What follows belongs to an exercise in optimizing a design on an open flow for small area; a production flow would make more cautious choices. The RTL was checked by simulation tests, not by an equivalence proof against the original design. In every run shown here, the design's own scripts or RTL, not TritonCTS, make the clock network. The clock input has no modelled driver; a real chip could not lean on it and would need a root buffer or a full tree. No activity file was given, so power comes from the tool's default toggle rates.

## flow/config.mk

```make
export PLATFORM = sky130hd
export DESIGN_NAME = STI_DAC
export DESIGN_NICKNAME = STI_DAC
export VERILOG_FILES = /design/flow/design.v
export SDC_FILE = /design/flow/constraint.sdc
export NUM_CORES = 4
export LEC_CHECK = 0
export CAP_MARGIN = 20
export CORE_AREA = 2.3 2.72 57.5 59.84
export DIE_AREA = 0 0 59.8 62.56
export SLEW_MARGIN = 20
```

## flow/constraint.sdc

```tcl
create_clock -name core_clock -period 5.0 [get_ports {clk}]
set_input_delay 1.0000 -clock core_clock [delete_from_list [all_inputs] [get_ports {clk}]]
set_output_delay 1.0000 -clock core_clock [all_outputs]
set_load 0.01 [all_outputs]
```

## flow/design.v

```verilog
module STI_DAC(clk ,reset, load, pi_data, pi_length, pi_fill, pi_msb, pi_low, pi_end,
	       so_data, so_valid,
	       pixel_finish, pixel_dataout, pixel_addr,
	       pixel_wr);
input		clk, reset;
input		load, pi_msb, pi_low, pi_end;
input	[15:0]	pi_data;
input	[1:0]	pi_length;
input		pi_fill;
output		so_data;
output reg	so_valid;
output		pixel_finish;
output reg	pixel_wr;
output reg [7:0] pixel_addr;
output reg [7:0] pixel_dataout;
reg [4:0] k;
reg done;
wire [1:0] b = k[4:3];
wire last = (k[2:0] == 3'd7) && (b == pi_length);
wire df = ~(pi_fill ^ pi_msb);
reg zero, second;
always @(*) begin
	case (pi_length)
		2'd0: begin zero = 1'b0; second = 1'b0; end
		2'd1: begin zero = 1'b0; second = b[0]; end
		2'd2: begin zero = df ? b[1] : (b == 2'd0); second = df ? b[0] : ~b[0]; end
		default: begin zero = ~(df ^ b[1]); second = b[0]; end
	endcase
end
wire hi = (pi_length == 2'd0) ? pi_low : (pi_msb ^ second);
wire [2:0] ib = k[2:0] ^ {3{pi_msb}};
assign so_data = ~zero & pi_data[{hi, ib}];
assign pixel_finish = done | (pixel_wr & (&pixel_addr));
always @(posedge clk or posedge reset) begin
	if (reset) begin
		so_valid <= 1'b0;
		pixel_wr <= 1'b0;
		pixel_addr <= 8'd0;
		done <= 1'b0;
	end
	else begin
		so_valid <= so_valid ? ~last : load;
		pixel_wr <= so_valid ? (k[2:0] == 3'd7) : (pi_end & ~pixel_finish);
		pixel_addr <= pixel_addr + {7'd0, pixel_wr};
		done <= pixel_finish;
	end
end
always @(posedge clk) begin
	k <= so_valid ? k + 5'd1 : 5'd0;
	pixel_dataout <= so_valid ? {pixel_dataout[6:0], so_data} : 8'd0;
end
endmodule
```

## flow/flow/run.sh

```bash
#!/bin/bash
# Standard ORFS layout, with these changes: the ABC step of the standard synthesis
# maps for area (flow/area.script) with no adder cells, the port buffers are buf_1 cells, and the
# clock reaches the registers through a single buffer (flow/cts.tcl) instead of
# CTS's tree.
set -euo pipefail
W=$(pwd)
cat > "$W/area_synth.tcl" <<EOT
proc abc {args} {
  set i [lsearch -exact \$args -script]
  if {\$i >= 0} { lset args [expr {\$i + 1}] $W/flow/area.script }
  yosys abc {*}\$args
}
source $W/synth_recipe.tcl
EOT
export CLOCK_BUFFER_CELL=sky130_fd_sc_hd__clkbuf_8 CLOCK_BUFFER_COUNT=2
bash standard.sh SYNTH_SCRIPT="$W/area_synth.tcl" \
  BUFFER_PORTS_ARGS="-buffer_cell sky130_fd_sc_hd__buf_1" \
  ADDER_MAP_FILE= PRE_CTS_TCL="$W/flow/cts.tcl" finish > "$W/standard.log" 2>&1
```

## flow/flow/area.script

```
strash
dc2
dch -f
amap -m
topo
```

## flow/flow/cts.tcl

```tcl
# Clock distribution in place of CTS's tree: the registers are split by
# position into CLOCK_BUFFER_COUNT groups, and one clock buffer placed at the
# centre of each group drives its clock pins. The clock port drives only these
# buffers. cts.tcl then legalises them and repairs timing as usual.
set block [ord::get_db_block]
set dbu [$block getDbUnitsPerMicron]
set flops {}
foreach inst [$block getInsts] {
  if {[[$inst getMaster] isSequential]} {
    set b [$inst getBBox]
    lappend flops [list [$inst getName] [expr {([$b xMin] + [$b xMax]) / 2.0 / $dbu}] \
      [expr {([$b yMin] + [$b yMax]) / 2.0 / $dbu}]]
  }
}
# split the registers in k groups of near equal size by recursive bisection
# along the wider side
proc clock_groups {flops k} {
  if {$k <= 1 || [llength $flops] <= 1} { return [list $flops] }
  set xs [lmap f $flops {lindex $f 1}]
  set ys [lmap f $flops {lindex $f 2}]
  set wx [expr {[tcl::mathfunc::max {*}$xs] - [tcl::mathfunc::min {*}$xs]}]
  set wy [expr {[tcl::mathfunc::max {*}$ys] - [tcl::mathfunc::min {*}$ys]}]
  set sorted [lsort -real -index [expr {$wx >= $wy ? 1 : 2}] $flops]
  set k1 [expr {$k / 2}]
  set n1 [expr {int(round(double([llength $flops]) * $k1 / $k))}]
  return [concat [clock_groups [lrange $sorted 0 [expr {$n1 - 1}]] $k1] \
    [clock_groups [lrange $sorted $n1 end] [expr {$k - $k1}]]]
}
set g 0
foreach group [clock_groups $flops $::env(CLOCK_BUFFER_COUNT)] {
  set pins {}
  set xs 0.0
  set ys 0.0
  foreach f $group {
    lappend pins [get_pins [lindex $f 0]/CLK]
    set xs [expr {$xs + [lindex $f 1]}]
    set ys [expr {$ys + [lindex $f 2]}]
  }
  set x [expr {$xs / [llength $group]}]
  set y [expr {$ys / [llength $group]}]
  insert_buffer -buffer_cell $::env(CLOCK_BUFFER_CELL) -net clk -load_pins $pins \
    -location [list $x $y] -buffer_name clkbuf_$g -net_name clknet_$g
  puts "clock buffer $g: $::env(CLOCK_BUFFER_CELL) at $x $y drives [llength $group] registers"
  incr g
}
foreach it [[$block findNet clk] getITerms] {
  [[[$it getInst] findITerm X] getNet] setSigType CLOCK
}
puts "the clock port drives [llength [[$block findNet clk] getITerms]] pins"
set_propagated_clock [all_clocks]
proc clock_tree_synthesis {args} { puts "clock_tree_synthesis skipped: the clock buffers are in place" }
```

## flow/standard.sh

```bash
#!/bin/bash
# synth_recipe.tcl (not shown) runs the flow's synth.tcl, then flattens the netlist and writes it again
# the make line also repeats each setting of config.mk as NAME=value (left out here)
make -C /OpenROAD-flow-scripts/flow DESIGN_CONFIG=/design/flow/config.mk WORK_HOME=/design/flow/orfs CLKGATE_MAP_FILE= SYNTH_SCRIPT=/design/flow/synth_recipe.tcl "${@:-finish}"
```

==> metrics.md, run 1 <==
| Metric | Value |
|---|---|
| Outcome | `complete, no violations` |
| Site Rows | `21` |
| I/O Buffers | `44` |
| Placed Cells | `191` |
| CP Max Fanout | `8` |
| Final #Nets | `186` |
| Setup TNS Final | `0 ns` |
| I/O pins | `45` |
| Die Span Y | `62.6 um` |
| Syn nets | `138` |
| Netlist cell types | `19` |
| Final std cells w/o fill | `between 150 and 200` |
| Hpwl dp | `1.67 mm` |
| Final Setup Violations | `0` |
| PwrDens | `574 mW/mm^2` |
| IR drop worst, VDD | `around 220 uV` |
| Mapped Area | `0.00101 sq mm` |
| Fraction of layout cells with a size suffix above 1 | `0.0126` |
| Number of post-CTS setup repair buffers | `0` |
| Largest net degree at the start of global routing | `14` |
| CP arrival | `just under 3 ns` |
| Min Clock Period, post-route | `3.90 ns` |
| Relative slew margins | `0.663` |
| Hold buffers post-CTS | `0` |
| Post-synth top area share | `0.273` |
| First-pass GRT wire length | `3.37 mm` |
| CTS clk-pin slew, worst paths | `roughly 0.08 ns` |
| Synth warn | `1` |
| Antenna violations before repair | `0` |
| Vias per cell | `4.95` |
| DR pass1 iterations | `4` |
| Final Wtd Congestion | `roughly 0.76` |
| WL/cell | `10.6 um` |
| Area delta synth->final | `23.4%` |
| Worst Tran Pin Value | `0.505 ns` |
| Critical Path RT | `4.00 ns` |
| Final Skew | `0.00349 ns` |
| Setup crit end kind | `output port` |
| Top post-synthesis cells by area | `dfrtp_1 27%, dfxtp_1 26%, nor2_1 8.2%` |
| Max cap viols | `0` |
| Ant. Diodes | `0` |
| Max-slew violation count | `0` |
| Latest clock arrival within the worst-skew pair | `~0.14 ns` |
| Hold Fails Final Rpt | `0` |
| Register area share after synthesis | `0.532` |
| Starting Density | `0.319` |
| Final wirelength | `2.05 mm` |
| Fin crit share | `0.781` |
| Flops & latches, synth | `24` |
| Post-CTS sizing | `0` |
| ANT nets after route | `0` |
| FILL cells | `between 300 and 400` |
| Unrepaired setup endpoints after global routing | `false` |
| Die width | `59.8 um` |
| Iter 0 DRT Violations | `31` |
| Core area | `0.00315 sq mm` |
| Crit Path Class | `in2out` |
| Synth Instances | `113` |
| Number of global-route vias before repair | `803` |
| Avg Inst Size Synth | `8.91 sq um` |
| Critical path startpoint category | `input port` |
| GRT Residual Overflow | `0` |
| Cell taking the most area after synthesis | `dfrtp_1` |
| Total track usage | `0.107` |
| Vias post-DR | `956` |
| HP Class | `reg2reg` |
| P_leak | `between 0.4 and 0.5 nW` |
| # DRC | `0` |
| FMAX | `0.256 GHz` |
| Die ar. | `0.00374 sq mm` |
[cell usage in the layout (no fill, tap or decap)]
cell / count
nor3_1: 3
o32ai_1: 1
and2_0: 2
o21ai_0: 4
and3_1: 4
o22ai_1: 8
nand2_1: 4
a21oi_1: 7
a221oi_1: 5
o221a_1: 1
buf_1: 44
clkbuf_8: 2
a22oi_1: 2
a211oi_1: 3
clkinv_1: 13
nor2b_1: 8
o21a_1: 1
dfxtp_1: 13
a31o_1: 1
nor2_1: 22
dfrtp_1: 11
[final cells by class]
| cell class | count | area, sq um | share of cell area |
|---|---|---|---|
| multi-input combinational | 76 | 423 | 0.340 |
| tap | 34 | 42.5 | 0.0342 |
| sequential | 24 | 536 | 0.431 |
| timing repair buffer | 44 | 165 | 0.133 |
| inverter | 13 | 48.8 | 0.0393 |
[path summary, 6_finish.rpt]
path                                  from                          end  slack, ns  depth (start not counted)
setup / recovery                    pi_msb                      so_data       1.10                          9
hold / removal             k[0]$_SDFF_PN0_              k[0]$_SDFF_PN0_       0.45                          1
setup reg to reg           k[2]$_SDFF_PN0_  pixel_dataout[0]$_SDFF_PN0_       2.85                          8
hold reg to reg            k[0]$_SDFF_PN0_              k[0]$_SDFF_PN0_       0.45                          1
max in group asynchronous            reset      pixel_addr[4]$_DFF_PP0_       4.03                          2
min in group asynchronous            reset      pixel_addr[2]$_DFF_PP0_       0.75                          2
[sequential cells by signal, summed over array words and instances, names as in the netlist]
name / flops
k: 5
so_valid: 1
done: 1
pixel_dataout: 8
pixel_addr: 8
pixel_wr: 1
[cells by family (layout without fill, tap and decap cells)]
logic type,count (synthesis),after routing,share of synthesized area
flip-flops,24,24,0.532
AO/OA/AOI/OAI,33,33,0.221
buffers and inverters,13,59,0.0485
AND/OR/NAND/NOR,43,43,0.199
[critical path: stages]
cell and delay (ns):
buf_1 0.24, nor2_1 0.07, a21oi_1 0.41, clkinv_1 0.29
a221oi_1 0.34, nor3_1 0.10, nor3_1 0.20, a211oi_1 0.08
buf_1 0.16
[Yosys cell counts]
master	n
o22ai_1	8
o32ai_1	1
a31o_1	1
a211oi_1	3
o221a_1	1
a22oi_1	2
nor2_1	22
nand2_1	4
and2_0	2
nor2b_1	8
nor3_1	3
dfxtp_1	13
dfrtp_1	11
a21oi_1	7
o21ai_0	4
o21a_1	1
and3_1	4
clkinv_1	13
a221oi_1	5
[routing by layer]
metal | up-vias | global-route usage | routed length [um]
li1 | 492 | - | -
met1 | 423 | 0.152 | 941
met2 | 39 | 0.182 | 976
met3 | 2 | 0.00414 | 115
met4 | 0 | 0.0111 | 16
met5 | - | 0 | 0
[report_power, final]
part | leakage (nW) | switching [mW] | total, mW | internal, mW
Sequential | 0.245 | 0.0537 | 0.329 | 0.276
Clock | 0.0144 | 0.0459 | 0.0825 | 0.0366
Combinational | 0.231 | 0.181 | 0.302 | 0.121
Total | 0.491 | 0.281 | 0.714 | 0.433
[metrics by stage]
stage	utilization	cell area, sq um	hold WS [ns]	worst slack, ns	total power, mW
6_report	0.394	1240	0.455	1.10	0.714
4_1_cts	0.394	1240	0.459	1.12	0.723
3_3_place_gp	0.385	1210	0.436	1.28	0.625
5_1_grt	0.394	1240	0.483	0.785	0.780
2_1_floorplan	-	1010	0.417	1.75	0.539
3_5_place_dp	0.385	1210	0.442	1.12	0.640
==> run 2: changes to the inputs <==
==> flow/design.v (replaced) <==
module STI_DAC(clk ,reset, load, pi_data, pi_length, pi_fill, pi_msb, pi_low, pi_end,
	       so_data, so_valid,
	       pixel_finish, pixel_dataout, pixel_addr,
	       pixel_wr);
input		clk, reset;
input		load, pi_msb, pi_low, pi_end;
input	[15:0]	pi_data;
input	[1:0]	pi_length;
input		pi_fill;
output		so_data;
output reg	so_valid;
output		pixel_finish;
output reg	pixel_wr;
output reg [7:0] pixel_addr;
output reg [7:0] pixel_dataout;
reg [2:0] i;
reg [1:0] c;
reg done;
wire late = (pi_fill ^ pi_msb) & pi_length[1];
wire [1:0] c_first = {late, late & ~pi_length[0]};
wire [1:0] c_last = late ? 2'd1 : pi_length;
wire byte_end = (i == 3'd7);
wire last = byte_end && (c == c_last);
wire hi = (pi_length == 2'd0) ? pi_low : (pi_msb ^ c[0]);
assign so_data = ~c[1] & pi_data[{hi, i ^ {3{pi_msb}}}];
assign pixel_finish = done | (pixel_wr & (&pixel_addr));
always @(posedge clk or posedge reset) begin
	if (reset) begin
		so_valid <= 1'b0;
		pixel_wr <= 1'b0;
		done <= 1'b0;
	end
	else begin
		so_valid <= so_valid ? ~last : load;
		pixel_wr <= so_valid ? byte_end : (pi_end & ~pixel_finish);
		done <= pixel_finish;
	end
end
always @(posedge clk)
	pixel_addr <= reset ? 8'd0 : pixel_addr + {7'd0, pixel_wr};
always @(posedge clk) begin
	i <= so_valid ? i + 3'd1 : 3'd0;
	c <= so_valid ? c + {1'b0, byte_end} : c_first;
	pixel_dataout <= so_valid ? {pixel_dataout[6:0], so_data} : 8'd0;
end
endmodule
--- a/flow/flow/run.sh
+++ b/flow/flow/run.sh
@@ -13,7 +13,7 @@
 }
 source $W/synth_recipe.tcl
 EOT
-export CLOCK_BUFFER_CELL=sky130_fd_sc_hd__clkbuf_8 CLOCK_BUFFER_COUNT=2
+export CLOCK_BUFFER_CELL=sky130_fd_sc_hd__clkbuf_4 CLOCK_BUFFER_COUNT=3
 bash standard.sh SYNTH_SCRIPT="$W/area_synth.tcl" \
   BUFFER_PORTS_ARGS="-buffer_cell sky130_fd_sc_hd__buf_1" \
   ADDER_MAP_FILE= PRE_CTS_TCL="$W/flow/cts.tcl" finish > "$W/standard.log" 2>&1
==> flow/flow/area.script (replaced) <==
strash
dch -f
amap -m
topo
==> run 2 against run 1 <==
Still clean. Power is 17% lower. Clock skew grew 0.0013 ns. Synthesized cell count is the same. Largest cell class unchanged. Largest power group unchanged.
==> metrics.md, run 2 <==
| Metric | Value |
|---|---|
| Antenna violations before repair | `0` |
| IR drop worst, VDD | `171 uV` |
| Mapped Area | `971 sq um` |
| Hold buffers post-CTS | `0` |
| CP Max Fanout | `9` |
| Cell taking the most area after synthesis | `dfxtp_1` |
| Area delta synth->final | `23.7%` |
| Synth Instances | `113` |
| Critical Path RT | `roughly 4.0 ns` |
| Hpwl dp | `1.62 mm` |
| Vias per cell | `4.90` |
| Largest family of logic cells by synthesized area | `simple AND/OR/NAND/NOR gates` |
| FILL cells | `358` |
| Synth Area in Compound Gates | `0.204` |
| Core area | `0.00315 sq mm` |
| Clock power share | `0.126` |
| Setup crit end kind | `output port` |
| Crit Path Class | `in2out` |
| Synth warn | `1` |
| Mux contribution to synthesized area | `0` |
| Critical path startpoint category | `input port` |
| Area post-placement | `0.00118 sq mm` |
| Avg Inst Size Synth | `between 8 and 9 sq um` |
| Die width | `59.8 um` |
| Total track usage | `0.106` |
| Post-synth ARST share | `0.125` |
| Reg2Reg Setup Slack | `~2.7 ns` |
| Worst path cell trace | `buf_1, clkinv_1, o22ai_1, clkinv_1, o22ai_1, a221oi_1, a211oi_1, a211oi_1, buf_1` |
| Largest net degree at the start of global routing | `19` |
| Fin crit share | `0.821` |
| Max cap viols | `0` |
| Site Rows | `21` |
| Final Wtd Congestion | `0.769` |
| I/O Buffers | `44` |
| Setup TNS Final | `0 ns` |
| Iter 0 DRT Violations | `36` |
| Final Skew | `roughly 0.0048 ns` |
| PwrDens | `approximately 500 mW/mm^2` |
| Simple-gate share of the synthesized area | `0.238` |
| Post-synth top flop | `dfxtp_1` |
| Worst Tran Pin Value | `0.632 ns` |
| Ant. Diodes | `0` |
| Top Registers | `pixel_addr: 8 flops, pixel_dataout: 8 flops, i: 3 flops` |
| DR pass1 iterations | `4` |
| CTS clk-pin slew, worst paths | `0.08 ns` |
| CP top delay family | `compound AO/OA/AOI/OAI gates` |
| Number of post-CTS setup repair buffers | `0` |
| Final Instance Area | `0.00120 sq mm` |
| Sequential power share | `0.486` |
| I/O pins | `between 40 and 50` |
| Number of global-route vias before repair | `841` |
| CP arrival | `3.11 ns` |
| Final #Nets | `187` |
| FMAX | `0.244 GHz` |
| Syn nets | `roughly 140` |
| Xor/xnor share of the synthesized area | `0.00902` |
| CP max stage delay | `between 0.5 and 0.6 ns` |
| Netlist cell types | `19` |
| ANT nets after route | `0` |
| Top post-synthesis cells by area | `dfxtp_1 43%, dfrtp_1 7.7%, o22ai_1 7.1%` |
| Min Clock Period, post-route | `4.11 ns` |
| Switching Power | `220 uW` |
| Logic pwr share | `0.388` |
| Starting Density | `0.308` |
| Hold Fails Final Rpt | `0` |
| Max-slew violation count | `0` |
| Register area share after synthesis | `0.510` |
| Seq. cell area | `495 sq um` |
| Core Util, Final | `0.381` |
| Unrepaired setup endpoints after global routing | `false` |
| P_leak | `between 0.4 and 0.5 nW` |
| HP Class | `reg2reg` |
| Die Span Y | `62.6 um` |
| Fraction of layout cells with a size suffix above 1 | `0.0188` |
| Post-synthesis adder-cell area fraction | `0` |
| GRT Residual Overflow | `0` |
| Outcome | `complete, no violations` |
| WL/cell | `10.3 um` |
| Commonest non-fill, non-tap cell in the layout | `buf_1` |
| # DRC | `0` |
| Net Sw Frac | `0.371` |
| Slowest CP cell | `o22ai_1` |
| Relative slew margins | `0.578` |
| Vias post-DR | `950` |
| Count leader, synth | `dfxtp_1` |
| Buf/Inv on CP | `4` |
| Internal | `373 uW` |
| Final Setup Violations | `0` |
| Flops & latches, synth | `24` |
| Post-synth top area share | `0.433` |
| Number of synthesized flops with an enable pin | `0` |
| Commonest cells post-synth | `21 x dfxtp_1, 17 x nor2_1, 11 x o22ai_1, 10 x clkinv_1, 9 x nor2b_1` |
| Final wirelength | `approximately 2 mm` |
| Area of the multi-input gates | `438 sq um` |
| Die ar. | `between 0.003 and 0.004 sq mm` |
| Latest clock arrival within the worst-skew pair | `0.15 ns` |
| First-pass GRT wire length | `3.44 mm` |
| Commonest cells after routing, fill and taps aside | `44 x buf_1, 21 x dfxtp_1, 17 x nor2_1` |
| Post-CTS sizing | `0` |
## run 2: changes by cell type after synthesis, sizes merged, moves of 2 or more
cell / before / now
nor2: 22 / 17
a21oi: 7 / 3
a221oi: 5 / 2
nand2: 4 / 6
dfxtp: 13 / 21
nor3: 3 / 8
clkinv: 13 / 10
o22ai: 8 / 11
dfrtp: 11 / 3
## run 2: path summary, 6_finish.rpt
path,startpoint,endpoint,cells past startpoint
max,pi_msb,so_data,9
min,i[0]$_SDFF_PN0_,i[0]$_SDFF_PN0_,1
max reg2reg,i[0]$_SDFF_PN0_,pixel_dataout[0]$_SDFF_PN0_,8
min reg2reg,i[0]$_SDFF_PN0_,i[0]$_SDFF_PN0_,1
max in group asynchronous,reset,pixel_wr$_DFF_PP0_,2
min in group asynchronous,reset,done$_DFF_PP0_,2
## run 2: metal layers
metal  vias to the layer above  part of all wire  GRT usage
met5                         -                 0          0
met4                         0             0.012     0.0111
met3                         2             0.071    0.00621
met2                        39              0.42      0.179
met1                       405              0.49      0.152
li1                        504                 -          -
## run 2: kinds of logic (layout without fill, tap and decap cells)
group	after synthesis	after routing
flip-flops	24	24
AND/OR/NAND/NOR	48	48
buffers and inverters	10	57
AO/OA/AOI/OAI	30	30
XOR/XNOR	1	1
## run 2: layout make-up
cell class / instances / share of cell area
inverter: 10 / 0.0313
multi-input combinational: 79 / 0.365
sequential: 24 / 0.413
tap: 34 / 0.0354
timing repair buffer: 44 / 0.137
## run 2: power groups by stage
stage | sequential (mW) | clock [mW] | combinational (mW)
floorplan | 0.307 | 0 | 0.144
detailed placement | 0.292 | 0 | 0.232
CTS | 0.289 | 0.0780 | 0.233
global route | 0.297 | 0.0860 | 0.262
finish | 0.288 | 0.0750 | 0.230
global placement | 0.291 | 0 | 0.226
## run 2: stage by stage
step	hold slack (ns)	std cells	worst slack, ns	power [mW]
3_5_place_dp	0.444	191	0.944	0.525
2_1_floorplan	0.418	113	1.55	0.451
5_1_grt	0.484	194	0.574	0.645
4_1_cts	0.459	194	0.943	0.599
3_3_place_gp	0.441	191	1.07	0.517
6_report	0.458	194	0.894	0.593
==> run 3: changes to the inputs <==
--- a/flow/flow/run.sh
+++ b/flow/flow/run.sh
@@ -13,7 +13,7 @@
 }
 source $W/synth_recipe.tcl
 EOT
-export CLOCK_BUFFER_CELL=sky130_fd_sc_hd__clkbuf_4 CLOCK_BUFFER_COUNT=3
+export CLOCK_BUFFER_CELL=sky130_fd_sc_hd__clkbuf_4 CLOCK_BUFFER_COUNT=2
 bash standard.sh SYNTH_SCRIPT="$W/area_synth.tcl" \
   BUFFER_PORTS_ARGS="-buffer_cell sky130_fd_sc_hd__buf_1" \
   ADDER_MAP_FILE= PRE_CTS_TCL="$W/flow/cts.tcl" finish > "$W/standard.log" 2>&1
==> run 3 against run 2 <==
Via count decreased by 0.42%. Clock power decreased by 17%. Highest routed layer unchanged. Largest cell class unchanged. Area after synthesis unchanged. Largest power group unchanged. Combinational power about the same. Worst hold slack improved by 0.011 ns. Sequential share of layout area increased by 0.26 points. Clock skew decreased by 0.0032 ns. Fmax decreased by 0.16%. Cell area decreased by 0.63%. Critical path type unchanged. Critical path depth unchanged.
==> metrics.md, run 3 <==
| Metric | Value |
|---|---|
| Die width | `59.8 um` |
| Critical Path RT | `4.00 ns` |
| Synth Area in Compound Gates | `0.204` |
| Sequential power share | `0.496` |
| Commonest cells post-synth | `21 x dfxtp_1, 17 x nor2_1, 11 x o22ai_1, 10 x clkinv_1, 9 x nor2b_1` |
| Commonest cells after routing, fill and taps aside | `44 x buf_1, 21 x dfxtp_1, 17 x nor2_1` |
| Syn nets | `138` |
| Final Instance Area | `0.00119 sq mm` |
| Logic pwr share | `0.396` |
| Site Rows | `21` |
| PwrDens | `~500 mW/mm^2` |
| Antenna violations before repair | `0` |
| Synth Instances | `~110` |
| Number of global-route vias before repair | `828` |
| WL/cell | `10.2 um` |
| IR drop worst, VDD | `177 uV` |
| FMAX | `0.243 GHz` |
| Starting Density | `0.308` |
| Post-synth top flop | `dfxtp_1` |
| Final wirelength | `1.97 mm` |
| Area post-placement | `0.00118 sq mm` |
| Hold Fails Final Rpt | `0` |
| Largest family of logic cells by synthesized area | `simple AND/OR/NAND/NOR gates` |
| Total track usage | `0.104` |
| Relative slew margins | `0.578` |
| Worst hold path stage count | `1` |
| Commonest non-fill, non-tap cell in the layout | `buf_1` |
| Number of post-CTS setup repair buffers | `0` |
| Post-CTS sizing | `0` |
| Post-synthesis adder-cell area fraction | `0` |
| Register area share after synthesis | `0.510` |
| Die ar. | `0.00374 sq mm` |
| I/O pins | `45` |
| Flops & latches, synth | `24` |
| Post-synth ARST share | `0.125` |
| Final Skew | `0.00159 ns` |
| Vias post-DR | `about 950` |
| FILL cells | `353` |
| Vias per cell | `4.90` |
| Internal | `364 uW` |
| R2r worst-path depth | `8` |
| CP arrival | `around 3.1 ns` |
| Setup crit end kind | `output port` |
| Switching Power | `around 220 uW` |
| Number of synthesized flops with an enable pin | `0` |
| Ant. Diodes | `0` |
| Final Wtd Congestion | `0.769` |
| Area delta synth->final | `22.9%` |
| Count leader, synth | `dfxtp_1` |
| Fraction of layout cells with a size suffix above 1 | `0.0126` |
| Top Registers | `pixel_addr: 8 flops, pixel_dataout: 8 flops, i: 3 flops` |
| HP Class | `reg2reg` |
| R2R Path Start | `i[0]$_SDFF_PN0_` |
| ANT nets after route | `0` |
| Max cap viols | `0` |
| CTS clk-pin slew, worst paths | `0.11 ns` |
| GRT Residual Overflow | `0` |
| Worst Tran Pin Value | `0.632 ns` |
| HP Start | `i[0]$_SDFF_PN0_` |
| Core area | `0.00315 sq mm` |
| Critical path startpoint category | `input port` |
| Hpwl dp | `1.62 mm` |
| Netlist cell types | `19` |
| Hold buffers post-CTS | `0` |
| Die Span Y | `62.6 um` |
| Min Clock Period, post-route | `4.11 ns` |
| Crit Path Class | `in2out` |
| P_leak | `approximately 0.43 nW` |
| Clock power share | `0.108` |
| Simple-gate share of the synthesized area | `0.238` |
| Avg Inst Size Synth | `8.59 sq um` |
| Xor/xnor share of the synthesized area | `0.00902` |
| Latest clock arrival within the worst-skew pair | `0.17 ns` |
| Final #Nets | `186` |
| Net Sw Frac | `0.373` |
| Top post-synthesis cells by area | `dfxtp_1 43%, dfrtp_1 7.7%, o22ai_1 7.1%` |
| Fin crit share | `0.823` |
| Iter 0 DRT Violations | `28` |
| Mapped Area | `about 970 sq um` |
| CP Max Fanout | `9` |
| DR pass1 iterations | `4` |
| Setup TNS Final | `0 ns` |
| Max-slew violation count | `0` |
| Outcome | `complete, no violations` |
| Worst setup startpoint | `pi_msb` |
| Largest net degree at the start of global routing | `19` |
| Mux contribution to synthesized area | `0` |
| Unrepaired setup endpoints after global routing | `false` |
| Post-synth top area share | `0.433` |
| Synth warn | `1` |
| Cell taking the most area after synthesis | `dfxtp_1` |
| I/O Buffers | `44` |
| # DRC | `0` |
| First-pass GRT wire length | `3.37 mm` |
| Final Setup Violations | `0` |
-- run 3: cell counts after synthesis --
No cell type changed its count.
-- run 3: layout make-up --
type / count / area [sq um] / area share
multi-input cells: 79 / 438 / 0.367
flip-flops and latches: 24 / 495 / 0.415
well taps: 34 / 42.5 / 0.0356
repair buffers: 44 / 165 / 0.138
inverters: 10 / 37.5 / 0.0314
-- run 3: kinds of logic (layout without fill, tap and decap cells) --
family                    Yosys count  after routing
AOI/OAI and AO/OA                  30             30
xor gates and xnor gates            1              1
buffers and inverters              10             56
DFF                                24             24
and+or+nand+nor                    48             48
-- run 3: metal layers --
metal,vias to the layer above,track usage,wire [um]
met1,401,0.151,969
met4,0,0.0111,19
met3,2,0.00207,135
met5,-,0,0
met2,40,0.177,843
li1,503,-,-
-- run 3: final timing paths --
kind	end	slack (ns)
min in group asynchronous	pixel_wr$_DFF_PP0_	0.81
hold / removal	i[0]$_SDFF_PN0_	0.47
setup / recovery	so_data	0.89
hold reg to reg	i[0]$_SDFF_PN0_	0.47
max in group asynchronous	so_valid$_DFF_PP0_	4.07
setup reg to reg	pixel_dataout[0]$_SDFF_PN0_	2.64
-- run 3: power by group through the flow --
stage               logic [mW]  registers, mW  clock network (mW)
finish                   0.230          0.288              0.0625
global route             0.262          0.297              0.0737
CTS                      0.233          0.288              0.0661
detailed placement       0.232          0.292                   0
global placement         0.226          0.291                   0
floorplan                0.144          0.307                   0
-- run 3: stage by stage --
stage	hold WS, ns	worst slack [ns]	cells	utilization	total power [mW]
2_1_floorplan	0.418	1.55	113	-	0.451
3_3_place_gp	0.441	1.07	191	0.374	0.517
3_5_place_dp	0.444	0.944	191	0.374	0.525
4_1_cts	0.466	0.943	193	0.379	0.587
5_1_grt	0.489	0.574	193	0.379	0.632
6_report	0.468	0.887	193	0.379	0.580
-- run 3: worst max-delay path: stages --
cell and delay (ns):
buf_1 0.16, clkinv_1 0.19, o22ai_1 0.53, clkinv_1 0.39, o22ai_1 0.27, a221oi_1 0.10
a211oi_1 0.24, a211oi_1 0.09, buf_1 0.15
==> run 4: changes to the inputs <==
--- a/flow/design.v
+++ b/flow/design.v
@@ -28,16 +28,16 @@
 	if (reset) begin
 		so_valid <= 1'b0;
 		pixel_wr <= 1'b0;
+		pixel_addr <= 8'd0;
 		done <= 1'b0;
 	end
 	else begin
 		so_valid <= so_valid ? ~last : load;
 		pixel_wr <= so_valid ? byte_end : (pi_end & ~pixel_finish);
+		pixel_addr <= pixel_addr + {7'd0, pixel_wr};
 		done <= pixel_finish;
 	end
 end
-always @(posedge clk)
-	pixel_addr <= reset ? 8'd0 : pixel_addr + {7'd0, pixel_wr};
 always @(posedge clk) begin
 	i <= so_valid ? i + 3'd1 : 3'd0;
 	c <= so_valid ? c + {1'b0, byte_end} : c_first;
==> run 4 against run 3 <==
Power grew 15%. Worst hold slack gained 0.00074 ns. Synthesized cell count is the same. Area after synthesis grew 3.0%. Sequential power grew 12%. Routed wire length grew 0.97%. First-iteration DRC count grew 25%. Setup slack gained 0.028 ns. Cell area grew 2.4%. Via count shrank 1.7%. Die area is the same. Highest routed layer unchanged. Flip-flop and latch count is the same.
==> metrics.md, run 4 <==
| Metric | Value |
|---|---|
| Outcome | `complete, no violations` |
| Min Clock Period, post-route | `between 4 and 5 ns` |
| Internal | `403 uW` |
| I/O pins | `45` |
| Site Rows | `21` |
| CP Max Fanout | `9` |
| Die Span Y | `~63 um` |
| Mapped Area | `1000 sq um` |
| Number of global-route vias before repair | `830` |
| Fraction of layout cells with a size suffix above 1 | `0.0126` |
| GRT Residual Overflow | `0` |
| Overall power | `about 670 uW` |
| Max cap viols | `0` |
| R2R Path Start | `i[0]$_SDFF_PN0_` |
| Critical Path RT | `4.00 ns` |
| Top Registers | `pixel_addr: 8 flops, pixel_dataout: 8 flops, i: 3 flops` |
| Vias per cell | `4.82` |
| R2r worst-path depth | `8` |
| Final Wtd Congestion | `between 0.7 and 0.8` |
| Setup TNS Final | `0 ns` |
| HP Class | `reg2reg` |
| Vias post-DR | `930` |
| PwrDens | `545 mW/mm^2` |
| Netlist cell types | `20` |
| Flops & latches, synth | `24` |
| Ant. Diodes | `0` |
| Worst hold path stage count | `1` |
| Post-CTS sizing | `0` |
| Starting Density | `0.317` |
| # DRC | `0` |
| Die ar. | `between 0.003 and 0.004 sq mm` |
| Logic pwr share | `0.419` |
| Worst Tran Pin Value | `0.632 ns` |
| Relative slew margins | `0.579` |
| Worst hold margin | `0.469 ns` |
| Post-synth top flop | `dfxtp_1` |
| Latest clock arrival within the worst-skew pair | `approximately 0.17 ns` |
| P_leak | `about 0.47 nW` |
| Max-slew violation count | `0` |
| Core area | `0.00315 sq mm` |
| Cell taking the most area after synthesis | `dfrtp_1` |
| Post-route setup slack | `0.916 ns` |
| Register area share after synthesis | `0.536` |
| Total track usage | `0.105` |
| GR peak layer | `met2` |
| Iter 0 DRT Violations | `35` |
| Hpwl dp | `1.60 mm` |
| Crit Path Class | `in2out` |
| FILL cells | `345` |
| Number of post-CTS setup repair buffers | `0` |
| Reg2Reg Setup Slack | `2.65 ns` |
| Routing usage on met3 | `0.00828` |
| Critical path startpoint category | `input port` |
| Die width | `59.8 um` |
| Count leader, synth | `nor2_1` |
| RR Endpoint | `pixel_dataout[0]$_SDFF_PN0_` |
| ANT nets after route | `0` |
| Synth warn | `1` |
| Setup crit end kind | `output port` |
| Post-synth ARST share | `0.458` |
| Final Skew | `0.00183 ns` |
| Net Sw Frac | `0.395` |
| Number of synthesized flops with an enable pin | `0` |
| Final Setup Violations | `0` |
| Synth Instances | `113` |
| Dpl ws | `0.921 ns` |
| Met2 Track Usage GR | `0.167` |
| Commonest cells after routing, fill and taps aside | `44 x buf_1, 23 x nor2_1, 13 x dfxtp_1` |
| First-pass GRT wire length | `3.36 mm` |
| WL/cell | `10.3 um` |
| Fin crit share | `0.817` |
| Seq. cell area | `536 sq um` |
| Hold Fails Final Rpt | `0` |
| Sequential power share | `0.484` |
| CTS clk-pin slew, worst paths | `about 0.11 ns` |
| Avg Inst Size Synth | `8.85 sq um` |
| HP Start | `pixel_dataout[4]$_SDFF_PN0_` |
| Final wirelength | `1.99 mm` |
| Core Util, Final | `0.388` |
| Post-synth top area share | `0.275` |
| Switching Power | `263 uW` |
| CP arrival | `3.08 ns` |
| Area of the multi-input gates | `423 sq um` |
| Clock power share | `0.097` |
| DR pass1 iterations | `4` |
| Syn nets | `138` |
| Hold buffers post-CTS | `0` |
| Commonest non-fill, non-tap cell in the layout | `buf_1` |
| Largest net degree at the start of global routing | `19` |
| Hold Path End | `pixel_dataout[5]$_SDFF_PN0_` |
| Area delta synth->final | `22.3%` |
| Unrepaired setup endpoints after global routing | `false` |
| FMAX | `0.245 GHz` |
| I/O Buffers | `44` |
| Final #Nets | `between 150 and 200` |
| IR drop worst, VDD | `198 uV` |
| Commonest cells post-synth | `23 x nor2_1, 13 x dfxtp_1, 11 x clkinv_1, 11 x dfrtp_1, 11 x o22ai_1` |
| Grt met1 use | `0.158` |
| Top post-synthesis cells by area | `dfrtp_1 28%, dfxtp_1 26%, nor2_1 8.6%` |
| Antenna violations before repair | `0` |
==> run 4: cell type report <==
class | instances | share of cell area
Inverter | 11 | 0.0338
Multi-Input combinational cell | 78 | 0.346
Sequential cell | 24 | 0.438
Tap cell | 34 | 0.0348
Timing Repair Buffer | 44 | 0.135
==> run 4: stage by stage <==
step | cells | instance area (sq um)
after floorplan | 113 | 1000
after global placement | 191 | 1210
after detailed placement | 191 | 1210
after CTS | 193 | 1220
after global routing | 193 | 1220
final | 193 | 1220
==> run 4: power groups by stage <==
stage	sequential (mW)	combinational (mW)	clock (mW)
after global placement	0.325	0.278	0
after global routing	0.336	0.319	0.0764
after CTS	0.323	0.283	0.0705
after floorplan	0.349	0.168	0
final	0.322	0.279	0.0648
after detailed placement	0.327	0.283	0
==> run 4: critical path, cell delays in order <==
cell      delay (ns)
buf_1           0.15
clkinv_1        0.19
o22ai_1         0.53
clkinv_1        0.37
o22ai_1         0.25
a221oi_1        0.11
a211oi_1        0.25
a211oi_1        0.09
buf_1           0.15
==> run 4: kinds of logic after synthesis <==
kind of cell,share of synthesized area
simple gates,0.217
compound gates,0.198
flops,0.536
buf+inv,0.0413
xor+xnor,0.00876
==> run 4: routing by layer <==
metal / part of all wire / up-vias
met2: 0.42 / 38
met4: 0.015 / 0
met5: 0 / -
li1: - / 489
met3: 0.077 / 2
met1: 0.49 / 401
==> run 4: worst max-delay path by stage <==
stage | from | end | slack (ns) | cells after the start
2_1_floorplan | pi_msb | so_data | 1.54 | 7
3_3_place_gp | pi_msb | so_data | 1.05 | 9
3_5_place_dp | pi_msb | so_data | 0.92 | 9
4_1_cts | pi_msb | so_data | 0.92 | 9
5_1_grt | pi_msb | so_data | 0.57 | 9
6_report | pi_msb | so_data | 0.92 | 9
==> run 5: changes to the inputs <==
--- a/flow/flow/run.sh
+++ b/flow/flow/run.sh
@@ -13,7 +13,7 @@
 }
 source $W/synth_recipe.tcl
 EOT
-export CLOCK_BUFFER_CELL=sky130_fd_sc_hd__clkbuf_4 CLOCK_BUFFER_COUNT=2
+export CLOCK_BUFFER_CELL=sky130_fd_sc_hd__clkbuf_4 CLOCK_BUFFER_COUNT=3
 bash standard.sh SYNTH_SCRIPT="$W/area_synth.tcl" \
   BUFFER_PORTS_ARGS="-buffer_cell sky130_fd_sc_hd__buf_1" \
   ADDER_MAP_FILE= PRE_CTS_TCL="$W/flow/cts.tcl" finish > "$W/standard.log" 2>&1
==> run 5 against run 4 <==
Cell count grew 0.52%. Cell area grew 0.61%. First-iteration DRC count is 29% higher. Power increased by 1.5%. Register-to-register slack is essentially flat. Flip-flop and latch count stayed put. Sequential share of layout area decreased by 0.27 points. Synthesized cell count did not move. Critical path type unchanged.
==> metrics.md, run 5 <==
| Metric | Value |
|---|---|
| Logic pwr share | `0.413` |
| Internal | `413 uW` |
| Number of global-route vias before repair | `840` |
| Post-synth top area share | `0.275` |
| Antenna violations before repair | `0` |
| Fraction of layout cells with a size suffix above 1 | `0.0188` |
| Overall power | `677 uW` |
| First-pass GRT wire length | `3.38 mm` |
| I/O Buffers | `44` |
| Final #Nets | `187` |
| Number of post-CTS setup repair buffers | `0` |
| Final Setup Violations | `0` |
| CP arrival | `3.08 ns` |
| Worst hold margin | `approximately 0.46 ns` |
| Unrepaired setup endpoints after global routing | `false` |
| Outcome | `complete, no violations` |
| DR pass1 iterations | `3` |
| Critical path startpoint category | `input port` |
| Clock power share | `0.110` |
| Top post-synthesis cells by area | `dfrtp_1 28%, dfxtp_1 26%, nor2_1 8.6%` |
| Final Skew | `~0.0028 ns` |
| ANT nets after route | `0` |
| Sequential power share | `0.477` |
| Mapped Area | `about 1000 sq um` |
| Die ar. | `0.00374 sq mm` |
| Crit Path Class | `in2out` |
| Hold Fails Final Rpt | `0` |
| Core area | `0.00315 sq mm` |
| Relative slew margins | `0.579` |
| WL/cell | `roughly 10 um` |
| Cell taking the most area after synthesis | `dfrtp_1` |
| # DRC | `0` |
| CP Max Fanout | `9` |
| Synth warn | `1` |
| Iter 0 DRT Violations | `45` |
| Setup crit end kind | `output port` |
| Fin crit share | `0.817` |
| Setup TNS Final | `0 ns` |
| Commonest cells post-synth | `23 x nor2_1, 13 x dfxtp_1, 11 x clkinv_1, 11 x dfrtp_1, 11 x o22ai_1` |
| FMAX | `0.245 GHz` |
| Die Span Y | `around 63 um` |
| Final Wtd Congestion | `~0.78` |
| GRT Residual Overflow | `0` |
| Site Rows | `21` |
| Top Registers | `pixel_addr: 8 flops, pixel_dataout: 8 flops, i: 3 flops` |
| Register area share after synthesis | `0.536` |
| Final wirelength | `about 2 mm` |
| HP Class | `reg2reg` |
| Switching Power | `264 uW` |
| Worst Tran Pin Value | `between 0.6 and 0.7 ns` |
| Vias post-DR | `941` |
| Min Clock Period, post-route | `4.08 ns` |
| Largest net degree at the start of global routing | `19` |
| Total track usage | `0.106` |
| Post-CTS sizing | `0` |
| CTS clk-pin slew, worst paths | `approximately 0.080 ns` |
| Net Sw Frac | `0.390` |
| Number of synthesized flops with an enable pin | `0` |
| Synth Instances | `113` |
| Starting Density | `0.317` |
| Post-route setup slack | `0.916 ns` |
| IR drop worst, VDD | `196 uV` |
| Count leader, synth | `nor2_1` |
| Ant. Diodes | `0` |
| I/O pins | `45` |
| Vias per cell | `4.85` |
| Die width | `59.8 um` |
| Latest clock arrival within the worst-skew pair | `0.15 ns` |
| Hpwl dp | `approximately 1.6 mm` |
| Netlist cell types | `20` |
| Post-synth top flop | `dfxtp_1` |
| Area delta synth->final | `23.0%` |
| Syn nets | `approximately 140` |
| PwrDens | `550 mW/mm^2` |
| Flops & latches, synth | `24` |
| Dpl ws | `0.921 ns` |
| Max-slew violation count | `0` |
| Avg Inst Size Synth | `between 8 and 9 sq um` |
| Commonest cells after routing, fill and taps aside | `44 x buf_1, 23 x nor2_1, 13 x dfxtp_1` |
| Post-synth ARST share | `0.458` |
| Hold buffers post-CTS | `0` |
| Commonest non-fill, non-tap cell in the layout | `buf_1` |
| Max cap viols | `0` |
| P_leak | `0.478 nW` |
| Critical Path RT | `around 4.0 ns` |
run 5: power groups by stage:
stage	Combinational, mW	Clock (mW)	Sequential [mW]
floorplan	0.168	0	0.349
global placement	0.278	0	0.325
detailed placement	0.283	0	0.327
CTS	0.283	0.0780	0.323
global route	0.319	0.0867	0.336
finish	0.279	0.0744	0.323
run 5: through the flow:
step / utilization / cells / cell area (sq um)
6_report: 0.390 / 194 / 1230
5_1_grt: 0.390 / 194 / 1230
4_1_cts: 0.390 / 194 / 1230
3_5_place_dp: 0.383 / 191 / 1210
3_3_place_gp: 0.383 / 191 / 1210
2_1_floorplan: - / 113 / 1000
run 5: critical path: stages:
cell	delay, ns
buf_1	0.15
clkinv_1	0.19
o22ai_1	0.53
clkinv_1	0.37
o22ai_1	0.25
a221oi_1	0.11
a211oi_1	0.25
a211oi_1	0.09
buf_1	0.15
run 5: cell families after synthesis:
family	after synthesis	synth area share
and+or+nand+nor	47	0.217
AOI/OAI and AO/OA	30	0.198
DFF	24	0.536
buffers and inverters	11	0.0413
xor gates and xnor gates	1	0.00876
run 5: final timing paths:
| check | startpoint | end | slack, ns | depth (start not counted) |
|---|---|---|---|---|
| min in group asynchronous | reset | pixel_addr[4]$_DFF_PP0_ | 0.74 | 2 |
| worst min register to register | pixel_dataout[4]$_SDFF_PN0_ | pixel_dataout[5]$_SDFF_PN0_ | 0.46 | 1 |
| worst max-delay path | pi_msb | so_data | 0.92 | 9 |
| max in group asynchronous | reset | pixel_wr$_DFF_PP0_ | 4.04 | 2 |
| worst min-delay path | pixel_dataout[4]$_SDFF_PN0_ | pixel_dataout[5]$_SDFF_PN0_ | 0.46 | 1 |
| worst max register to register | i[0]$_SDFF_PN0_ | pixel_dataout[0]$_SDFF_PN0_ | 2.66 | 8 |
run 5: area by class of cell:
cell class / instances / area (sq um)
inverter: 11 / 41.3
fill: 347 / 1920
tap: 34 / 42.5
timing repair buffer: 44 / 165
multi-input combinational: 78 / 423
sequential: 24 / 536
run 5: metal layers:
layer | track usage | routed length [um]
met5 | 0 | 0
met3 | 0.00828 | 148
met2 | 0.171 | 877
met1 | 0.157 | 952
met4 | 0.0139 | 20
==> run 6: changes to the inputs <==
--- a/flow/design.v
+++ b/flow/design.v
@@ -13,9 +13,11 @@
 output reg	pixel_wr;
 output reg [7:0] pixel_addr;
 output reg [7:0] pixel_dataout;
-reg [2:0] i;
+reg i0;
+reg [2:1] i21;
+wire [2:0] i = {i21, i0};
 reg [1:0] c;
-reg done;
+wire done = i0 & ~so_valid;
 wire late = (pi_fill ^ pi_msb) & pi_length[1];
 wire [1:0] c_first = {late, late & ~pi_length[0]};
 wire [1:0] c_last = late ? 2'd1 : pi_length;
@@ -29,17 +31,17 @@
 		so_valid <= 1'b0;
 		pixel_wr <= 1'b0;
 		pixel_addr <= 8'd0;
-		done <= 1'b0;
+		i0 <= 1'b0;
 	end
 	else begin
 		so_valid <= so_valid ? ~last : load;
 		pixel_wr <= so_valid ? byte_end : (pi_end & ~pixel_finish);
 		pixel_addr <= pixel_addr + {7'd0, pixel_wr};
-		done <= pixel_finish;
+		i0 <= so_valid ? ~i0 : pixel_finish;
 	end
 end
 always @(posedge clk) begin
-	i <= so_valid ? i + 3'd1 : 3'd0;
+	i21 <= so_valid ? i21 + {1'b0, i0} : 2'd0;
 	c <= so_valid ? c + {1'b0, byte_end} : c_first;
 	pixel_dataout <= so_valid ? {pixel_dataout[6:0], so_data} : 8'd0;
 end
--- a/flow/flow/run.sh
+++ b/flow/flow/run.sh
@@ -13,7 +13,7 @@
 }
 source $W/synth_recipe.tcl
 EOT
-export CLOCK_BUFFER_CELL=sky130_fd_sc_hd__clkbuf_4 CLOCK_BUFFER_COUNT=3
+export CLOCK_BUFFER_CELL=sky130_fd_sc_hd__clkbuf_4 CLOCK_BUFFER_COUNT=2
 bash standard.sh SYNTH_SCRIPT="$W/area_synth.tcl" \
   BUFFER_PORTS_ARGS="-buffer_cell sky130_fd_sc_hd__buf_1" \
   ADDER_MAP_FILE= PRE_CTS_TCL="$W/flow/cts.tcl" finish > "$W/standard.log" 2>&1
==> run 6 against run 5 <==
Cell area down 1.8%. First-iteration DRC count down 18%. Setup slack worse by 0.12 ns. Still clean on timing, DRC and antenna. Global-route usage up 0.19 points. Worst hold slack better by 0.0096 ns. Synthesized cell count down 0.88%.
==> metrics.md, run 6 <==
| Metric | Value |
|---|---|
| Commonest non-fill, non-tap cell in the layout | `buf_1` |
| Hold Fails Final Rpt | `0` |
| Reg2Reg Setup Slack | `2.57 ns` |
| Top Registers | `pixel_addr: 8 flops, pixel_dataout: 8 flops` |
| DR pass1 iterations | `4` |
| Cell taking the most area after synthesis | `dfrtp_1` |
| Outcome | `complete, no violations` |
| FMAX | `0.238 GHz` |
| Ant. Diodes | `0` |
| RR Endpoint | `pixel_dataout[0]$_SDFF_PN0_` |
| Area delta synth->final | `22.6%` |
| IR drop worst, VDD | `186 uV` |
| Fin crit share | `0.840` |
| Netlist cell types | `21` |
| Site Rows | `21` |
| Final wirelength | `2.04 mm` |
| HP Class | `reg2reg` |
| Final Wtd Congestion | `0.786` |
| CP arrival | `3.20 ns` |
| # DRC | `0` |
| Final #Nets | `185` |
| Post-synth ARST share | `0.478` |
| Setup crit end kind | `output port` |
| Latest clock arrival within the worst-skew pair | `roughly 0.17 ns` |
| R2r worst-path depth | `8` |
| Number of post-CTS setup repair buffers | `0` |
| Post-synth top area share | `0.280` |
| Unrepaired setup endpoints after global routing | `false` |
| Syn nets | `137` |
| CP Max Fanout | `9` |
| Placed Cells | `between 150 and 200` |
| WL/cell | `~11 um` |
| Post-CTS sizing | `0` |
| Total track usage | `0.108` |
| Avg Inst Size Synth | `8.79 sq um` |
| Synth warn | `1` |
| Mapped Area | `approximately 980 sq um` |
| Synth Instances | `about 110` |
| Number of synthesized flops with an enable pin | `0` |
| Area post-placement | `roughly 0.0012 sq mm` |
| Die ar. | `0.00374 sq mm` |
| Min Clock Period, post-route | `4.20 ns` |
| Worst Tran Pin Value | `0.661 ns` |
| Critical Path RT | `4.00 ns` |
| Count leader, synth | `nor2_1` |
| Relative slew margins | `0.560` |
| I/O pins | `45` |
| PwrDens | `551 mW/mm^2` |
| I/O Buffers | `44` |
| Top post-synthesis cells by area | `dfrtp_1 28%, dfxtp_1 24%, nor2_1 8.4%` |
| ANT nets after route | `0` |
| Final Skew | `0.00394 ns` |
| First-pass GRT wire length | `3.46 mm` |
| Vias post-DR | `between 900 and 1k` |
| Hpwl dp | `between 1.5 and 2 mm` |
| Final Instance Area | `0.00121 sq mm` |
| Number of global-route vias before repair | `834` |
| Max cap viols | `0` |
| Crit Path Class | `in2out` |
| Die Span Y | `approximately 63 um` |
| R2R Path Start | `i0$_DFF_PP0_` |
| Critical path startpoint category | `input port` |
| Starting Density | `0.312` |
| Iter 0 DRT Violations | `37` |
| Hold buffers post-CTS | `0` |
| Antenna violations before repair | `0` |
| Vias per cell | `about 5` |
| Critical Path End | `so_data` |
| Final std cells w/o fill | `between 150 and 200` |
| Max-slew violation count | `0` |
| Register area share after synthesis | `0.524` |
| Flops & latches, synth | `23` |
| Worst hold margin | `0.471 ns` |
| Die width | `between 50 and 60 um` |
| Fraction of layout cells with a size suffix above 1 | `0.0127` |
| Worst setup startpoint | `pi_msb` |
| Core area | `0.00315 sq mm` |
| GRT Residual Overflow | `0` |
| Setup TNS Final | `0 ns` |
| Largest net degree at the start of global routing | `20` |
| P_leak | `between 0.4 and 0.5 nW` |
| Post-synth top flop | `dfxtp_1` |
| Final Setup Violations | `0` |
| CTS clk-pin slew, worst paths | `0.11 ns` |
| Commonest cells post-synth | `22 x nor2_1, 12 x dfxtp_1, 11 x clkinv_1, 11 x dfrtp_1` |
| Commonest cells after routing, fill and taps aside | `44 x buf_1, 22 x nor2_1, 12 x dfxtp_1` |
## run 6: how the worst min path moves through the flow
stage | start | endpoint | slack, ns | depth (start not counted)
2_1_floorplan | i21[1]$_SDFF_PN0_ | i21[1]$_SDFF_PN0_ | 0.46 | 2
3_3_place_gp | pixel_dataout[2]$_SDFF_PN0_ | pixel_dataout[3]$_SDFF_PN0_ | 0.44 | 1
3_5_place_dp | pixel_dataout[0]$_SDFF_PN0_ | pixel_dataout[1]$_SDFF_PN0_ | 0.46 | 1
4_1_cts | pixel_dataout[1]$_SDFF_PN0_ | pixel_dataout[2]$_SDFF_PN0_ | 0.48 | 1
5_1_grt | pixel_dataout[5]$_SDFF_PN0_ | pixel_dataout[6]$_SDFF_PN0_ | 0.49 | 1
6_report | pixel_dataout[1]$_SDFF_PN0_ | pixel_dataout[2]$_SDFF_PN0_ | 0.47 | 1
## run 6: cell type report
| cell class | count | area (sq um) |
|---|---|---|
| Inverter | 11 | 41.3 |
| Timing Repair Buffer | 44 | 165 |
| Tap cell | 34 | 42.5 |
| Multi-Input combinational cell | 78 | 428 |
| Fill cell | 352 | 1950 |
| Sequential cell | 23 | 515 |
## run 6: kinds of logic (layout without fill, tap and decap cells)
kind of cell	Yosys count	after routing	synth area share
XOR/XNOR	1	1	0.00890
AO/OA/AOI/OAI	31	31	0.208
AND/OR/NAND/NOR	46	46	0.217
buffers and inverters	11	57	0.0419
flip-flops	23	23	0.524
## run 6: per-layer routing
layer | GRT usage | vias to the layer above | wire length (um)
met5 | 0 | - | 0
met4 | 0.0111 | 0 | 25
met3 | 0.00414 | 2 | 148
met2 | 0.179 | 40 | 918
met1 | 0.159 | 407 | 942
li1 | - | 485 | -
## run 6: worst max-delay path: stages
cell      delay [ns]
buf_1           0.16
clkinv_1        0.20
o22ai_1         0.58
clkinv_1        0.39
o22ai_1         0.29
a221oi_1        0.12
a211oi_1        0.25
nor3_1          0.09
buf_1           0.13
## run 6: stage by stage
| step | setup WS [ns] | total power, mW | utilization |
|---|---|---|---|
| final | 0.799 | 0.666 | 0.383 |
| after global routing | 0.503 | 0.731 | 0.383 |
| after CTS | 0.769 | 0.675 | 0.383 |
| after detailed placement | 0.773 | 0.613 | 0.378 |
| after global placement | 0.994 | 0.598 | 0.378 |
| after floorplan | 1.48 | 0.513 | - |
## run 6: power breakdown
part	switching, mW	total, mW	leakage [nW]	internal (mW)
Sequential	0.0541	0.317	0.234	0.263
Combinational	0.174	0.286	0.222	0.112
Clock	0.0433	0.0625	0.00920	0.0192
==> run 7: changes to the inputs <==
--- a/flow/design.v
+++ b/flow/design.v
@@ -30,16 +30,16 @@
 	if (reset) begin
 		so_valid <= 1'b0;
 		pixel_wr <= 1'b0;
-		pixel_addr <= 8'd0;
 		i0 <= 1'b0;
 	end
 	else begin
 		so_valid <= so_valid ? ~last : load;
 		pixel_wr <= so_valid ? byte_end : (pi_end & ~pixel_finish);
-		pixel_addr <= pixel_addr + {7'd0, pixel_wr};
 		i0 <= so_valid ? ~i0 : pixel_finish;
 	end
 end
+always @(posedge clk)
+	pixel_addr <= reset ? 8'd0 : pixel_addr + {7'd0, pixel_wr};
 always @(posedge clk) begin
 	i21 <= so_valid ? i21 + {1'b0, i0} : 2'd0;
 	c <= so_valid ? c + {1'b0, byte_end} : c_first;
==> run 7 against run 6 <==
Setup slack lost 0.014 ns. Clock skew grew 0.0078 ns. Worst hold slack worse by 0.0021 ns. Cell area fell by 2.4%. Sequential power down about 10%. Critical path depth did not move. Power fell by 12%. Sequential share of layout area is 2.4 points lower. Via count up 4.2%. Global-route usage grew 0.18 points. Largest cell class unchanged.
==> metrics.md, run 7 <==
| Metric | Value |
|---|---|
| Outcome | `complete, no violations` |
| Iter 0 DRT Violations | `50` |
| Register area share after synthesis | `0.497` |
| Post-synth top area share | `0.419` |
| Core area | `0.00315 sq mm` |
| Final Setup Violations | `0` |
| Fraction of layout cells with a size suffix above 1 | `0.0126` |
| Vias post-DR | `between 900 and 1k` |
| Ant. Diodes | `0` |
| I/O pins | `45` |
| First-pass GRT wire length | `3.51 mm` |
| FMAX | `0.237 GHz` |
| I/O Buffers | `between 40 and 50` |
| Number of global-route vias before repair | `about 860` |
| Post-synth ARST share | `0.130` |
| DR pass1 iterations | `4` |
| Count leader, synth | `dfxtp_1` |
| Post-synth top flop | `dfxtp_1` |
| Top Registers | `pixel_addr: 8 flops, pixel_dataout: 8 flops` |
| Area delta synth->final | `23.3%` |
| Commonest cells after routing, fill and taps aside | `44 x buf_1, 20 x dfxtp_1, 17 x nor2_1` |
| Latest clock arrival within the worst-skew pair | `0.17 ns` |
| Avg Inst Size Synth | `8.46 sq um` |
| Max-slew violation count | `0` |
| WL/cell | `11.0 um` |
| Critical path startpoint category | `input port` |
| Fin crit share | `0.843` |
| Final #Nets | `186` |
| Netlist cell types | `19` |
| Largest net degree at the start of global routing | `17` |
| Die width | `59.8 um` |
| Unrepaired setup endpoints after global routing | `false` |
| Worst Tran Pin Value | `0.684 ns` |
| R2R Path Start | `i0$_DFF_PP0_` |
| Worst setup startpoint | `pi_msb` |
| Overall power | `589 uW` |
| Hpwl dp | `1.76 mm` |
| Critical Path RT | `4.00 ns` |
| Antenna violations before repair | `0` |
| PwrDens | `500 mW/mm^2` |
| Post-CTS sizing | `0` |
| Setup crit end kind | `output port` |
| Mapped Area | `about 960 sq um` |
| GRT Residual Overflow | `0` |
| Number of synthesized flops with an enable pin | `0` |
| RR Endpoint | `pixel_dataout[0]$_SDFF_PN0_` |
| Final Skew | `0.0118 ns` |
| CP Max Fanout | `9` |
| Max cap viols | `0` |
| Setup TNS Final | `0 ns` |
| ANT nets after route | `0` |
| Hold Fails Final Rpt | `0` |
| Commonest cells post-synth | `20 x dfxtp_1, 17 x nor2_1, 11 x clkinv_1` |
| IR drop worst, VDD | `180 uV` |
| Commonest non-fill, non-tap cell in the layout | `buf_1` |
| Flops & latches, synth | `23` |
| Synth warn | `1` |
| Hold buffers post-CTS | `0` |
| Relative slew margins | `0.544` |
| Crit Path Class | `in2out` |
| Top post-synthesis cells by area | `dfxtp_1 42%, dfrtp_1 7.9%, nor2_1 6.7%` |
| Total track usage | `0.110` |
| Reg2Reg Setup Slack | `about 2.5 ns` |
| HP Class | `reg2reg` |
| Critical Path End | `so_data` |
| Starting Density | `0.303` |
| P_leak | `0.413 nW` |
| CP arrival | `roughly 3.2 ns` |
| CTS clk-pin slew, worst paths | `0.10 ns` |
| Vias per cell | `5.04` |
| # DRC | `0` |
| Cell taking the most area after synthesis | `dfxtp_1` |
| Final wirelength | `around 2.1 mm` |
| Die Span Y | `62.6 um` |
| R2r worst-path depth | `8` |
| Site Rows | `21` |
| Min Clock Period, post-route | `4.22 ns` |
| Die ar. | `0.00374 sq mm` |
| Syn nets | `138` |
| Number of post-CTS setup repair buffers | `0` |
| Synth Instances | `~110` |
| Final Wtd Congestion | `between 0.8 and 0.9` |
## run 7: cell count changes in the layout (fill, tap and decap cells not counted), moves of 5 or more
cell | previous run | this run
nor3_1 | 2 | 9
nor2_1 | 22 | 17
dfrtp_1 | 11 | 3
dfxtp_1 | 12 | 20
## run 7: cells by family after synthesis
logic type             synth area share
AO/OA/AOI/OAI                     0.211
XOR/XNOR                        0.00916
buffers and inverters            0.0432
flip-flops                        0.497
AND/OR/NAND/NOR                   0.240
## run 7: power breakdown
group	internal [mW]	switching, mW	leakage [nW]	total, mW
Clock	0.0192	0.0434	0.00920	0.0626
Combinational	0.0951	0.147	0.205	0.242
Sequential	0.244	0.0407	0.199	0.285
## run 7: per-stage QoR
step | cell area [sq um] | std cells | hold slack, ns | util | setup WS (ns)
after floorplan | 956 | 113 | 0.452 | - | 1.49
after CTS | 1180 | 193 | 0.473 | 0.374 | 0.787
after global placement | 1160 | 191 | 0.442 | 0.369 | 1.00
after global routing | 1180 | 193 | 0.480 | 0.374 | 0.550
final | 1180 | 193 | 0.469 | 0.374 | 0.785
after detailed placement | 1160 | 191 | 0.452 | 0.369 | 0.789
## run 7: layer usage
layer / global-route usage / vias up / routed length [um]
li1: - / 503 / -
met1: 0.149 / 428 / 941
met2: 0.189 / 40 / 980
met3: 0.0124 / 2 / 175
met4: 0.0139 / 0 / 28
met5: 0 / - / 0
## run 7: area by class of cell
cell class                 count  area [sq um]
sequential                    23           475
multi-input combinational     79           439
tap                           34          42.5
inverter                      11          41.3
fill                         348          1970
timing repair buffer          44           165
## run 7: how the worst min path moves through the flow
stage,cells past startpoint,slack (ns),to,startpoint
after detailed placement,1,0.45,pixel_dataout[2]$_SDFF_PN0_,pixel_dataout[1]$_SDFF_PN0_
after floorplan,1,0.45,i0$_DFF_PP0_,i0$_DFF_PP0_
after CTS,1,0.47,pixel_dataout[2]$_SDFF_PN0_,pixel_dataout[1]$_SDFF_PN0_
after global placement,1,0.44,pixel_dataout[3]$_SDFF_PN0_,pixel_dataout[2]$_SDFF_PN0_
after global routing,1,0.48,pixel_dataout[2]$_SDFF_PN0_,pixel_dataout[1]$_SDFF_PN0_
final,1,0.47,pixel_dataout[2]$_SDFF_PN0_,pixel_dataout[1]$_SDFF_PN0_
## run 7: critical path, cell delays in order
cell and delay, ns:
buf_1 0.15, clkinv_1 0.19, o22ai_1 0.60, clkinv_1 0.39, o22ai_1 0.28, a221oi_1 0.12, a211oi_1 0.25, nor3_1 0.10
buf_1 0.13
==> run 8: changes to the inputs <==
--- a/flow/design.v
+++ b/flow/design.v
@@ -18,13 +18,13 @@
 wire [2:0] i = {i21, i0};
 reg [1:0] c;
 wire done = i0 & ~so_valid;
-wire late = (pi_fill ^ pi_msb) & pi_length[1];
-wire [1:0] c_first = {late, late & ~pi_length[0]};
-wire [1:0] c_last = late ? 2'd1 : pi_length;
+wire early = pi_length[1] & ~(pi_fill ^ pi_msb);
 wire byte_end = (i == 3'd7);
-wire last = byte_end && (c == c_last);
-wire hi = (pi_length == 2'd0) ? pi_low : (pi_msb ^ c[0]);
-assign so_data = ~c[1] & pi_data[{hi, i ^ {3{pi_msb}}}];
+wire last = byte_end && (c == 2'd1);
+wire zero = ~early ? c[1] : (pi_length[0] ? ~c[1] : (c == 2'd1));
+wire hi = (pi_length == 2'd0) ? pi_low :
+	(pi_msb ^ c[0] ^ (early & ~pi_length[0]));
+assign so_data = ~zero & pi_data[{hi, i ^ {3{pi_msb}}}];
 assign pixel_finish = done | (pixel_wr & (&pixel_addr));
 always @(posedge clk or posedge reset) begin
 	if (reset) begin
@@ -42,7 +42,7 @@
 	pixel_addr <= reset ? 8'd0 : pixel_addr + {7'd0, pixel_wr};
 always @(posedge clk) begin
 	i21 <= so_valid ? i21 + {1'b0, i0} : 2'd0;
-	c <= so_valid ? c + {1'b0, byte_end} : c_first;
+	c <= so_valid ? c + {1'b0, byte_end} : {pi_length[1], ~pi_length[0]};
 	pixel_dataout <= so_valid ? {pixel_dataout[6:0], so_data} : 8'd0;
 end
 endmodule
==> flow/flow/area.script (replaced) <==
strash
refactor -z
dch
amap -m
topo
==> run 8 against run 7 <==
Still clean on timing, DRC and antenna. Sequential share of layout area up 0.22 points. Combinational power decreased by 3%. Critical path depth did not move. Via count shrank 0.51%. Die area unchanged. Register-to-register slack lost 0.06 ns. Power fell by 1.8%. Global-route usage is 0.11 points lower. Setup slack worse by 0.013 ns. First-iteration DRC count shrank 36%. Clock skew up 0.0029 ns. Worst hold slack improved by 0.0020 ns. Largest power group unchanged.
==> metrics.md, run 8 <==
| Metric | Value |
|---|---|
| Vias per cell | `5.09` |
| Max cap viols | `0` |
| Post-synth ARST share | `0.130` |
| Cell taking the most area after synthesis | `dfxtp_1` |
| Netlist cell types | `19` |
| Syn nets | `~140` |
| Unrepaired setup endpoints after global routing | `false` |
| # DRC | `0` |
| Ant. Diodes | `0` |
| Final Skew | `about 0.015 ns` |
| Xor/xnor share of the synthesized area | `0` |
| Setup crit end kind | `output port` |
| Fraction of layout cells with a size suffix above 1 | `0.0128` |
| Site Rows | `21` |
| Post-synth top area share | `0.422` |
| Max-slew violation count | `0` |
| Final std cells w/o fill | `190` |
| Commonest cells after routing, fill and taps aside | `44 x buf_1, 20 x dfxtp_1, 13 x clkinv_1` |
| Mapped Area | `950 sq um` |
| Worst Tran Pin Value | `0.674 ns` |
| Total track usage | `0.109` |
| Register area share after synthesis | `0.501` |
| Post-synth top flop | `dfxtp_1` |
| Switching Power | `222 uW` |
| PwrDens | `493 mW/mm^2` |
| ANT nets after route | `0` |
| Hpwl dp | `about 1.7 mm` |
| FMAX | `0.236 GHz` |
| Sequential power share | `0.486` |
| Largest family of logic cells by synthesized area | `compound AO/OA/AOI/OAI gates` |
| Fin crit share | `0.846` |
| Final Setup Violations | `0` |
| Min Clock Period, post-route | `4.23 ns` |
| Number of post-CTS setup repair buffers | `0` |
| Final Instance Area | `0.00117 sq mm` |
| Number of synthesized flops with an enable pin | `0` |
| Post-CTS sizing | `0` |
| Area delta synth->final | `23.5%` |
| Net Sw Frac | `0.384` |
| First-pass GRT wire length | `3.45 mm` |
| Flops & latches, synth | `23` |
| Setup TNS Final | `0 ns` |
| Count leader, synth | `dfxtp_1` |
| Critical Path RT | `4.00 ns` |
| Hold buffers post-CTS | `0` |
| Largest net degree at the start of global routing | `14` |
| Die width | `59.8 um` |
| Worst hold margin | `0.471 ns` |
| Overall power | `between 500 and 600 uW` |
| Critical path startpoint category | `input port` |
| Hold Fails Final Rpt | `0` |
| Number of global-route vias before repair | `851` |
| I/O Buffers | `44` |
| Vias post-DR | `between 900 and 1k` |
| FILL cells | `358` |
| Synth Area in Compound Gates | `0.256` |
| Post-synthesis adder-cell area fraction | `0` |
| Simple-gate share of the synthesized area | `0.192` |
| Mux contribution to synthesized area | `0` |
| Final #Nets | `183` |
| Top post-synthesis cells by area | `dfxtp_1 42%, dfrtp_1 7.9%, o22ai_1 6.6%` |
| WL/cell | `between 10 and 15 um` |
| Antenna violations before repair | `0` |
| CP arrival | `about 3.2 ns` |
| Outcome | `complete, no violations` |
| Die Span Y | `62.6 um` |
| Area post-placement | `0.00116 sq mm` |
| Commonest cells post-synth | `20 x dfxtp_1, 13 x clkinv_1, 12 x nor2_1, 10 x o22ai_1` |
| Final Wtd Congestion | `approximately 0.77` |
| Seq. cell area | `approximately 480 sq um` |
| Clock power share | `0.108` |
## run 8: changes by cell type in the layout (fill, tap and decap cells not counted), moves of 2 or more
cell,change
nand2_1,-3
o21ai_0,+4
clkinv_1,+2
o32ai_1,-2
nor2_1,-5
a221oi_1,-3
nor3_1,-2
o221ai_1,+5
## run 8: routing by layer
metal | vias up | part of all wire | GRT usage
met2 | 34 | 0.47 | 0.196
met4 | 0 | 0.010 | 0.0139
met3 | 2 | 0.058 | 0.00621
li1 | 499 | - | -
met1 | 433 | 0.46 | 0.143
met5 | - | 0 | 0
## run 8: worst max-delay path, stage by stage
cell and delay [ns]:
buf_1 0.21, clkinv_1 0.17, o22ai_1 0.54, clkinv_1 0.39
o221ai_1 0.24, o21ai_0 0.12, a221oi_1 0.31, a211oi_1 0.10
buf_1 0.15
## run 8: final cells by class
| class | instances | share of cell area |
|---|---|---|
| well taps | 34 | 0.0363 |
| inverters | 13 | 0.0416 |
| repair buffers | 44 | 0.141 |
| flip-flops and latches | 23 | 0.406 |
| multi-input cells | 74 | 0.363 |
## run 8: through the flow
stage | setup WS (ns) | utilization
2_1_floorplan | 1.53 | -
3_3_place_gp | 1.00 | 0.367
3_5_place_dp | 0.826 | 0.367
4_1_cts | 0.808 | 0.372
5_1_grt | 0.553 | 0.372
6_report | 0.772 | 0.372
## run 8: final timing paths
kind | from | to | slack [ns] | cells after the start
max | pi_msb | so_data | 0.77 | 9
min | pixel_dataout[0]$_SDFF_PN0_ | pixel_dataout[1]$_SDFF_PN0_ | 0.47 | 1
max reg2reg | i0$_DFF_PP0_ | pixel_dataout[0]$_SDFF_PN0_ | 2.45 | 8
min reg2reg | pixel_dataout[0]$_SDFF_PN0_ | pixel_dataout[1]$_SDFF_PN0_ | 0.47 | 1
max in group asynchronous | reset | pixel_wr$_DFF_PP0_ | 4.09 | 2
min in group asynchronous | reset | so_valid$_DFF_PP0_ | 0.80 | 2
## run 8: power groups by stage
stage,sequential [mW],clock [mW],combinational (mW)
after floorplan,0.295,0,0.152
after global placement,0.284,0,0.228
after detailed placement,0.286,0,0.236
after CTS,0.283,0.0664,0.237
after global routing,0.292,0.0731,0.267
final,0.281,0.0624,0.235
## run 8: kinds of logic (layout without fill, tap and decap cells)
logic type,count (synthesis),count (layout)
AO/OA/AOI/OAI,37,37
buffers and inverters,13,59
flip-flops,23,23
AND/OR/NAND/NOR,37,37
